From an optimization exercise on the open Yosys and OpenROAD flow, aimed at small area; shortcuts taken in it are not production practice. In this exercise RTL edits were held to simulation tests only and were not proved equivalent to the original. Power is estimated from default activity; no workload was simulated.

## P
Design top_ep4ce6, start of the top module:
module top_ep4ce6 (
                input wire resetn,
                input wire clk50m,
                input wire uart_rx,
                input wire [3:0] sw,
                output wire uart_tx,
                output wire beep_o,
                output wire [4:0] led,
                output wire [7:0] seg7,
                output wire [3:0] seg_cs );
For scale: roughly 320 cells after synthesis, about 99 flip-flops, about 26 I/O pins, ~0.0040 mm² of cells after synthesis.
clock: 20.0 ns
lec_check: 0
cap_margin: 20
core_margin: 2
core_utilization: 40
slew_margin: 20
standard.sh (not shown) runs the stock make flow with config.mk's settings and CLKGATE_MAP_FILE= SYNTH_SCRIPT=/design/flow/synth_recipe.tcl, a recipe that flattens the netlist after the stock synthesis.
==> flow/flow/run.sh <==
#!/bin/bash
# Standard ORFS layout with a leaner clock tree (no dummy balancing loads)
# and the smallest buffer on the ports.
set -e
cp standard.sh standard_sh_copy.txt
export CTS_ARGS="-sink_clustering_enable -repair_clock_nets -dont_use_dummy_load"
export BUFFER_PORTS_ARGS="-buffer_cell sky130_fd_sc_hd__buf_1"
bash standard.sh finish > standard.log 2>&1
--- input diff P..Q ---
- ABC_CLOCK_PERIOD_IN_PS: unset -> 1000000
- Q: all stages complete, timing, DRC and antenna checks passed
- Global-route usage over all layers: P vs Q identical
- Post-route met1 wirelength: Q vs P identical
- Re routed wire length: no difference whatsoever between Q and P.
- Compared Q against P; delay contributed by the slowest stage of the critical path within noise.
- Summary of Q over P: shortest period the worst path allows about even, number of vias in the routed layout about even, met2 usage in global routing about even, count of cells along the worst register-to-register path about even.
Inputs modified between Q and R:
- ABC_CLOCK_PERIOD_IN_PS no longer set, was 1000000
==> flow/flow/run.sh <==
#!/bin/bash
# Layout flow: the standard ORFS flow (standard.sh), with two changes to
# how the gates are made, none to the registers:
#  - synthesis maps the logic with an area-oriented ABC script (flow/area.abc)
#    and without the half-adder extraction (ADDER_MAP_FILE empty);
#  - CTS does not add dummy balancing loads, and the ports get the smallest
#    buffer (buf_1) instead of a delay buffer.
# Each tool's output goes to a log file in this folder.
set -euo pipefail
here=$(pwd)
abc_script="$here/flow/area.abc"

# Synthesis script: synth_recipe.tcl with the ABC call redirected to area.abc.
{
  echo "proc abc {args} {"
  echo "  set i [lsearch -exact \$args -script]"
  echo "  if {\$i >= 0} { set args [lreplace \$args \$i [expr {\$i + 1}]] }"
  echo "  set i [lsearch -exact \$args -D]"
  echo "  if {\$i >= 0} { set args [lreplace \$args \$i [expr {\$i + 1}]] }"
  echo "  yosys abc -script $abc_script -D 20000 {*}\$args"
  echo "}"
  cat synth_recipe.tcl
} > area_synth.tcl

sed -e "s#SYNTH_SCRIPT=[^ ]*synth_recipe.tcl#SYNTH_SCRIPT=$here/area_synth.tcl ADDER_MAP_FILE=#" standard.sh > area_standard.sh
grep -q "area_synth.tcl ADDER_MAP_FILE=" area_standard.sh

export CTS_ARGS="-sink_clustering_enable -repair_clock_nets -dont_use_dummy_load"
export BUFFER_PORTS_ARGS="-buffer_cell sky130_fd_sc_hd__buf_1"
bash area_standard.sh finish > orfs_flow.log 2>&1
==> flow/flow/area.abc (new file) <==
strash
dc2
strash
&get -n
&dch -f
&nf -R 1000
&put
strash
&get -n
&dch -f
&nf -R 1000
&put
Findings:
- R: number of instances in the synthesized netlist 22 below Q
- | utilization | R vs Q | 0.36 points higher |
- Area added between synthesis and finish, R and Q: larger value in R
- Synthesized area: higher on Q
- Sort R and Q by transition time at the pin with the least slew margin, descending, and R comes first.
- Compared with Q, in R normalized max-slew margin shows a reduction of 3.1 points, maximum net fanout on the critical path neither gained nor lost much, routing usage on met2 fell by 0.15 points.
- Changes observed in R relative to Q: count of filler cells inserted in the layout now smaller; cell area fell 10%.
Relative to R, the following input files were edited for S:
==> flow/run.sh (new file) <==
#!/bin/bash
# synth_recipe.tcl (not shown) runs the flow's synth.tcl, then flattens the netlist and writes it again
# the make line also repeats each setting of config.mk as NAME=value (left out here)
make -C /OpenROAD-flow-scripts/flow DESIGN_CONFIG=/design/flow/config.mk WORK_HOME=/design/flow/orfs CLKGATE_MAP_FILE= SYNTH_SCRIPT=/design/flow/synth_recipe.tcl finish
removed: flow/flow/run.sh
removed: flow/flow/area.abc
removed: flow/standard.sh
Notes after the runs:
In the reports for R and S, the larger data arrival time of the worst path belongs to S. From R to S the numbers moved as follows: routed wirelength normalized by instance count rose 0.28 µm, power in sequential cells shows an increase of about 2%, post-route total power has increased. Comparing R and S, sequential area share after synthesis is higher on R. Of R and S, the run reporting the higher clock network power share was S. Re final max-slew violation count: no difference whatsoever between R and S.

==> afterwards: timing with drivers on the ports <==
How much do the figures lean on ideal ports? The routed layouts below were timed once more, with nothing changed but the port constraints. Step 1 assumes that a clkbuf_16 drives the clock port and a buf_2 every other input. Step 2 times the ports against the registers' clock, not the clock port: input delays grow and output delays shrink by t, the midpoint of the rising clock arrivals with the driver on. a / b / c = no drivers / after step 1 / after step 2; a / b = the first two.
run | shift t [ns] | slack for setup (ns) | worst setup path at the end | worst slew at a driven data input, ns
P | 0.377 | 11.602 / 11.581 / 11.581 | input to output | 0.03
Q | 0.377 | 11.602 / 11.581 / 11.581 | input to output | 0.03
R | 0.379 | 11.584 / 11.558 / 11.558 | input to output | 0.03
S | 0.391 | 10.783 / 10.762 / 10.762 | input to output | 0.03
After both steps every run listed still meets setup and hold. For R, which loses most, drivers alone change the setup slack by -0.026 ns; drivers and shift together by -0.026 ns.
